Background: an optimization exercise with open tools, aiming at small area, a short achievable clock period and few clock cycles per item. Do not read the settings as production practice. The RTL of this run was laid out without a check of its function.

==> design.v <==
`timescale 1ns/10ps
module SVD (
    clk,
    rst,
    we,
    oe,
    data_i,
    element_sel,
    ready,
    data_o_UV,
    data_o_S
);
input                clk;
input                rst;
input                we;
input                oe;
input         [1:0]  element_sel;
input         [4:0]  data_i;
output reg           ready;
output        [7:0]  data_o_UV;
output        [6:0]  data_o_S;
localparam IDLE = 3'd0;
localparam LOAD = 3'd1;
localparam ROT  = 3'd2;
localparam GAIN = 3'd3;
localparam WAIT = 3'd4;
localparam OUT  = 3'd5;
reg  [2:0] st;
reg  [4:0] cnt;
reg        f;         
reg        kodd;      
reg  [4:0] lo;        
reg  signed [17:0] R0, R1, R2, R3;
reg  signed [10:0] A0, A1, A2, A3;
reg  signed [10:0] B0, B1, B2, B3;
wire rot  = (st == ROT);
wire gain = (st == GAIN);
wire [3:0] sh = cnt[4:1];
wire d  = R0[17] ^ R2[17];
wire en = rot & (|R2);
function [17:0] addsub18;
    input [17:0] x;
    input [17:0] y;
    input        sub;
    reg   [18:0] t;
    begin
        t = {x, 1'b1} + {y ^ {18{sub}}, sub};
        addsub18 = t[18:1];
    end
endfunction
function [10:0] addsub11;
    input [10:0] x;
    input [10:0] y;
    input        sub;
    reg   [11:0] t;
    begin
        t = {x, 1'b1} + {y ^ {11{sub}}, sub};
        addsub11 = t[11:1];
    end
endfunction
wire signed [17:0] y0_s = R2 >>> sh;
wire [17:0] y0 = y0_s & {18{en}};
wire signed [17:0] y2_s = R0 >>> sh;
wire [17:0] y2 = y2_s & {18{en}};
wire signed [17:0] y1_s = R3 >>> sh;
wire [17:0] y1 = y1_s & {18{en}};
wire signed [17:0] y3_s = R1 >>> sh;
wire [17:0] y3 = y3_s & {18{en}};
wire [17:0] s0 = addsub18(R0, y0, d);
wire [17:0] s2 = addsub18(R2, y2, ~d);
wire [17:0] s1 = addsub18(R1, y1, d);
wire [17:0] s3 = addsub18(R3, y3, ~d);
wire signed [10:0] z0_s = A1 >>> sh;
wire [10:0] z0 = z0_s & {11{en}};
wire signed [10:0] z1_s = A0 >>> sh;
wire [10:0] z1 = z1_s & {11{en}};
wire signed [10:0] z2_s = A3 >>> sh;
wire [10:0] z2 = z2_s & {11{en}};
wire signed [10:0] z3_s = A2 >>> sh;
wire [10:0] z3 = z3_s & {11{en}};
wire [10:0] u0 = addsub11(A0, z0, d);
wire [10:0] u1 = addsub11(A1, z1, ~d);
wire [10:0] u2 = addsub11(A2, z2, d);
wire [10:0] u3 = addsub11(A3, z3, ~d);
function [17:0] gainS;
    input [17:0] x;
    input        neg;
    reg   [26:0] xs;
    reg   [26:0] t;
    begin
        xs = {{9{x[17]}}, x};
        t = (xs << 8) - (xs << 6) - (xs << 2) - {17'd0, neg, 9'd0};
        gainS = t[26:9] ^ {18{neg}};
    end
endfunction
function [10:0] gainUV;
    input [10:0] x;
    input        neg;
    reg   [19:0] xs;
    reg   [19:0] t;
    begin
        xs = {{9{x[10]}}, x};
        t = (xs << 8) + (xs << 6) - (xs << 4) + (xs << 2) + xs - {10'd0, neg, 9'd0};
        gainUV = t[19:9] ^ {11{neg}};
    end
endfunction
wire neg0 = gain & R0[17];
wire neg1 = gain & R3[17];
wire uvgain = gain | (rot & (cnt == 5'd19));
always @(posedge clk or negedge rst) begin
    if (!rst) begin
        st    <= IDLE;
        cnt   <= 5'd0;
        ready <= 1'b1;
        f     <= 1'b0;
        kodd  <= 1'b0;
    end else begin
        f <= gain ? 1'b0 : ~f;
        case (st)
            IDLE: begin
                cnt <= 5'd0;
                if (we) st <= LOAD;
            end
            LOAD: begin
                ready <= 1'b0;
                cnt <= (cnt == 5'd7) ? 5'd0 : cnt + 5'd1;
                if (cnt == 5'd7) st <= ROT;
            end
            ROT: begin
                cnt <= cnt + 5'd1;
                if (cnt == 5'd18) ready <= 1'b1;
                if (cnt == 5'd19) st <= GAIN;
            end
            GAIN: begin
                kodd <= 1'b1;
                if (oe) st <= OUT;
                else    st <= WAIT;
            end
            WAIT: begin
                kodd <= 1'b1;
                if (oe) st <= OUT;
            end
            OUT: begin
                kodd <= ~kodd;
                if (!kodd && element_sel == 2'd3) st <= IDLE;
            end
            default: st <= IDLE;
        endcase
    end
end
wire load     = (st == LOAD);
wire ld_hi    = load & cnt[0];
wire [17:0] ldv = {{2{data_i[4]}}, data_i[3:0], lo, 7'd0};
always @(posedge clk) begin
    if (load & ~cnt[0]) lo <= data_i;
    if (gain) begin
        R0 <= gainS(R0, neg0);
        R1 <= gainS(R1, neg1);
        R2 <= gainS(R2, neg0);
        R3 <= gainS(R3, neg1);
    end else begin
        R0 <= (ld_hi && cnt[2:1] == 2'd0) ? ldv : s0;
        R1 <= (ld_hi && cnt[2:1] == 2'd1) ? ldv : s2;
        R2 <= (ld_hi && cnt[2:1] == 2'd2) ? ldv : s1;
        R3 <= (ld_hi && cnt[2:1] == 2'd3) ? ldv : s3;
    end
    if (load) begin
        A0 <= 11'd512; A1 <= 11'd0; A2 <= 11'd0; A3 <= 11'd512;
        B0 <= 11'd512; B1 <= 11'd0; B2 <= 11'd0; B3 <= 11'd512;
    end else begin
        if (uvgain) begin
            A0 <= gainUV(B0, neg0);
            A1 <= gainUV(B1, neg1);
            A2 <= gainUV(B2, neg0);
            A3 <= gainUV(B3, neg1);
        end else begin
            A0 <= B0; A1 <= B1; A2 <= B2; A3 <= B3;
        end
        B0 <= u0; B1 <= u1; B2 <= u2; B3 <= u3;
    end
end
wire [17:0] Q1 = f ? R2 : R1;
wire [17:0] Q2 = f ? R1 : R2;
reg  [17:0] se;
reg  [10:0] ua, ub;
always @(*) begin
    case (element_sel)
        2'd0: begin se = R0; ua = A0; ub = B0; end
        2'd1: begin se = Q1; ua = A1; ub = B1; end
        2'd2: begin se = Q2; ua = A2; ub = B2; end
        default: begin se = R3; ua = A3; ub = B3; end
    endcase
end
wire outen = (st == OUT);
wire [10:0] uvsel = (kodd ^ f) ? ub : ua;
assign data_o_UV = outen ? uvsel[10:3] : 8'd0;
assign data_o_S  = outen ? (kodd ? se[10:4] : se[17:11]) : 7'd0;
endmodule
==> run.sh <==
#!/bin/bash
# synth_recipe.tcl (not shown) runs the flow's synth.tcl, then flattens the netlist and writes it again
# the make line also repeats each setting of config.mk as NAME=value (left out here)
make -C /OpenROAD-flow-scripts/flow DESIGN_CONFIG=/design/flow/config.mk WORK_HOME=/design/flow/orfs CLKGATE_MAP_FILE= SYNTH_SCRIPT=/design/flow/synth_recipe.tcl finish
==> config.mk <==
export PLATFORM = sky130hd
export DESIGN_NAME = SVD
export DESIGN_NICKNAME = SVD
export VERILOG_FILES = /design/flow/design.v
export SDC_FILE = /design/flow/constraint.sdc
export NUM_CORES = 4
export LEC_CHECK = 0
export CAP_MARGIN = 20
export CORE_MARGIN = 2
export CORE_UTILIZATION = 40
export SLEW_MARGIN = 20
==> constraint.sdc <==
create_clock -name core_clock -period 8.0 [get_ports {clk}]
set_input_delay 1.6000 -clock core_clock [delete_from_list [all_inputs] [get_ports {clk}]]
set_output_delay 1.6000 -clock core_clock [all_outputs]
set_load 0.01 [all_outputs]
==> results.cfg <==
[route]
drc = 0
wl_um = 99000
detail-route-antenna-nets = 0
vias = 28100
avgRoutedWirePerCell_um = 20.2
routed_via_density = 5.73
drt_iter0_markers = 2627
dr.pass1.iters = 8

[die]
start_util_pct = 40.4
dieWidth_um = 287
ioPinCount = 27
die-area_um2 = 82100
rows = 103
core_area_um2 = 79000
fp.dieH_um = 287

[yosys]
synth_fp_nets = 4559
syn_area_per_cell_um2 = 8.14
ys_types = 84
ys_warn_count = 1
synth.ff_latch_count = 176
syn-cell-area_um2 = 31900
async_flop_share_pct = 6.25
synth_ff_type = dfxtp_1
synth-edff-count = 5
yosysSeqAreaShare_pct = 11.4
syn_inst = 3922

[global_route]
grtUsageTotal_pct = 24.2
grt_pass1_vias = 27100
grt_max_degree = 78
grt_pass1_wl_um = 156000
globalRouteOverflowTotal = 0
antenna_found_initial = 1

[timing]
hold_violations = 0
tightest_slew_ns = 1.18
fmax_ghz = 0.144
drv_slew = 0
rsz0062_at_grt = false
setup_viol = 0
fin_setup_tns_ns = 0
finalCritPeriodShare_pct = 86.7
holdWs_ns = 0.542
fin_crit_ns = 6.94
finClkSkew_ns = 0.0247
maxSlewHeadroom_pct = 20.7

[hold_path]
hold_path.startpoint = B2[1]$_SDFF_PP0_
worstHoldEndpoint = A2[1]$_SDFF_PP0_
hold_class = flop to flop
min_path_cells = 2

[clock_tree]
cts_resized = 0
hold_buffers = 0
root_buffer = clkbuf_16
cts_buffer_depth = 2
postCtsSetupBuffers = 0
cts.sinks = 176
path_clk_slew_ns = 0.07
h-tree-depth = 4
cts_tree = yes
clkLatencyLatePin_ns = 0.52
cts_made_buffers = 17

[placement]
port_buffers = 26
dp_hpwl_um = 75800
routabilityCongestion = 0.953

[setup_path]
r2r_slack_ns = 2.40
timing.rr.end = R3[16]$_DFF_P_
worst_path_most_repeated_cell = clkdlybuf4s50_1
timing.rr.start = R2[16]$_DFF_P_
end_kind = output pin
cp-start-kind = primary input
crit_required_ns = 6.40
timing_worst_setup_path_type = primary input to output pin
r2r_cells = 20
crit_fanout = 11
cp_slowest_stage_delay_ns = 1.00
crit_path_cell_trace = clkdlybuf4s50_1 -> nand2_1 -> nand2b_1 -> a221o_1 -> a21oi_1 -> nor4_1 -> clkdlybuf4s50_1
cp.arrival_ns = 5.34
slowest_stage = nor4_1

[flow_run]
drv_cap = 0

[finish]
area_growth_pct = 5.84
fillers = 8024
final_nets = 4469
drive_above_1_share_pct = 5.59

[status]
status = timing/DRC/antenna clean
[per-layer routing]
layer / vias to the layer above / routed length, µm / global-route usage [%]
li1: 13500 / - / -
met1: 13400 / 42600 / 31.4
met2: 1036 / 45100 / 39.5
met3: 167 / 7760 / 5.12
met4: 0 / 3490 / 8.56
met5: - / 0 / 0
[worst max-delay path: cells and delay by family]
kind | cells | cell delay, ns
AO/OA/AOI/OAI | 2 | 0.21
buffers and inverters | 2 | 1.54
AND/OR/NAND/NOR | 3 | 1.96
[cell usage in the layout, fill, tap and decap left out, types with 17 or more instances in the layout]
cell type        instances
xor2_1                  71
clkdlybuf4s50_1         26
mux4_2                  76
o22ai_1                 27
clkbuf_16               17
nor3_1                  42
xnor2_1                375
nor2b_1                 20
ha_1                   462
a31oi_1                 30
a211oi_1               103
a21o_1                  79
mux2_2                  23
mux2i_1                 74
dfxtp_1                158
fa_1                   164
o21bai_1                31
nor2_1                 292
inv_1                  473
a22oi_1                 25
o21a_1                  27
and3_1                  24
nand3_1                 50
a21oi_1                299
nand2_1                283
nand2b_1                38
o211ai_1                39
buf_4                   40
o21ai_0                234
[cell type report]
type	count	area, µm²	share of cell area, %
Antenna cell	1	2.50	0.00740
Clock buffer	19	443	1.31
Clock inverter	13	154	0.455
Inverter	477	1790	5.30
Multi-Input combinational cell	3093	25900	76.5
Sequential cell	176	3650	10.8
Tap cell	1050	1310	3.89
Timing Repair Buffer	67	581	1.72
[Yosys cell counts (all sizes together), types with 11 or more instances]
master	instances	share of area (%)
and2	13	0.25
xor2	72	2.0
fa	164	10
a311oi	13	0.36
o21bai	31	0.73
nor2b	20	0.39
xnor2	376	10
o2111ai	11	0.30
a21oi	303	4.8
o211ai	40	0.96
mux2i	74	2.3
or3	16	0.31
a31oi	31	0.65
and3	24	0.47
clkbuf	118	1.4
inv	476	5.6
nand4	13	0.25
nand3	51	0.81
mux4	78	5.5
nor3	44	0.69
o22ai	27	0.53
nand2b	38	0.74
o21ai	242	3.8
a22oi	25	0.59
mux2	24	0.85
a21o	79	1.9
dfxtp	160	10
nor2	294	3.5
buf	58	0.83
ha	462	18
nand2	284	3.3
a221oi	16	0.44
a211oi	103	2.4
o21a	27	0.63
[stage by stage]
stage	cells	area, µm²	util, %	setup slack [ns]
global route	4895	33800	42.8	1.09
global placement	4863	33200	42.0	1.32
detailed placement	4863	33200	42.0	1.29
CTS	4895	33800	42.8	1.27
floorplan	3922	31900	-	2.81
finish	4896	33800	42.8	1.06
[how the worst max path moves through the flow]
stage,start,endpoint,cells past startpoint
floorplan,st[1]$_DFFE_PN0P_,A3[10]$_SDFF_PP0_,21
global placement,element_sel[1],data_o_S[4],7
detailed placement,element_sel[1],data_o_S[4],6
CTS,element_sel[1],data_o_S[4],6
global route,element_sel[1],data_o_S[0],6
finish,element_sel[1],data_o_S[0],7
[registers in the layout (all words and copies together) (netlist names), 3 cells and up]
| register | flops |
|---|---|
| lo | 5 |
| B3 | 11 |
| R1 | 18 |
| R0 | 18 |
| A2 | 11 |
| R3 | 18 |
| A3 | 11 |
| A1 | 11 |
| B1 | 11 |
| st | 3 |
| A0 | 11 |
| cnt | 5 |
| B0 | 11 |
| B2 | 11 |
| R2 | 18 |
[cells by family after synthesis]
logic type / synth area share (%)
AO/OA/AOI/OAI: 19.9
AND/OR/NAND/NOR: 11.6
buffers and inverters: 7.82
adder cells (fa/ha/maj): 28.4
XOR/XNOR: 12.3
multiplexers: 8.69
flip-flops: 11.4

## port drivers added, routing unchanged
Ports are ideal in the flow. The routed layout listed here was re-timed in OpenROAD.
Step 1 sets driving cells, clkbuf_16 on the clock port and buf_2 on the other inputs (assumed; they add their load-dependent delay and slew).
Step 2, shift: input delay + t, output delay - t, t = (earliest + latest rising clock arrival at the registers) / 2. This alone moves slack from input paths to output paths.
Three values: ideal ports, drivers, drivers and shift; two values: the first two.
shift t [ns]: 0.566
slack for setup (ns): 1.062 / 1.037 / 1.037
worst slew at a driven data input, ns: 0.09
cell pins on the clock port's net: 1
After both steps setup and hold are still met in this run. For this run, drivers alone change the setup slack by -0.025 ns; drivers and shift together by -0.025 ns.
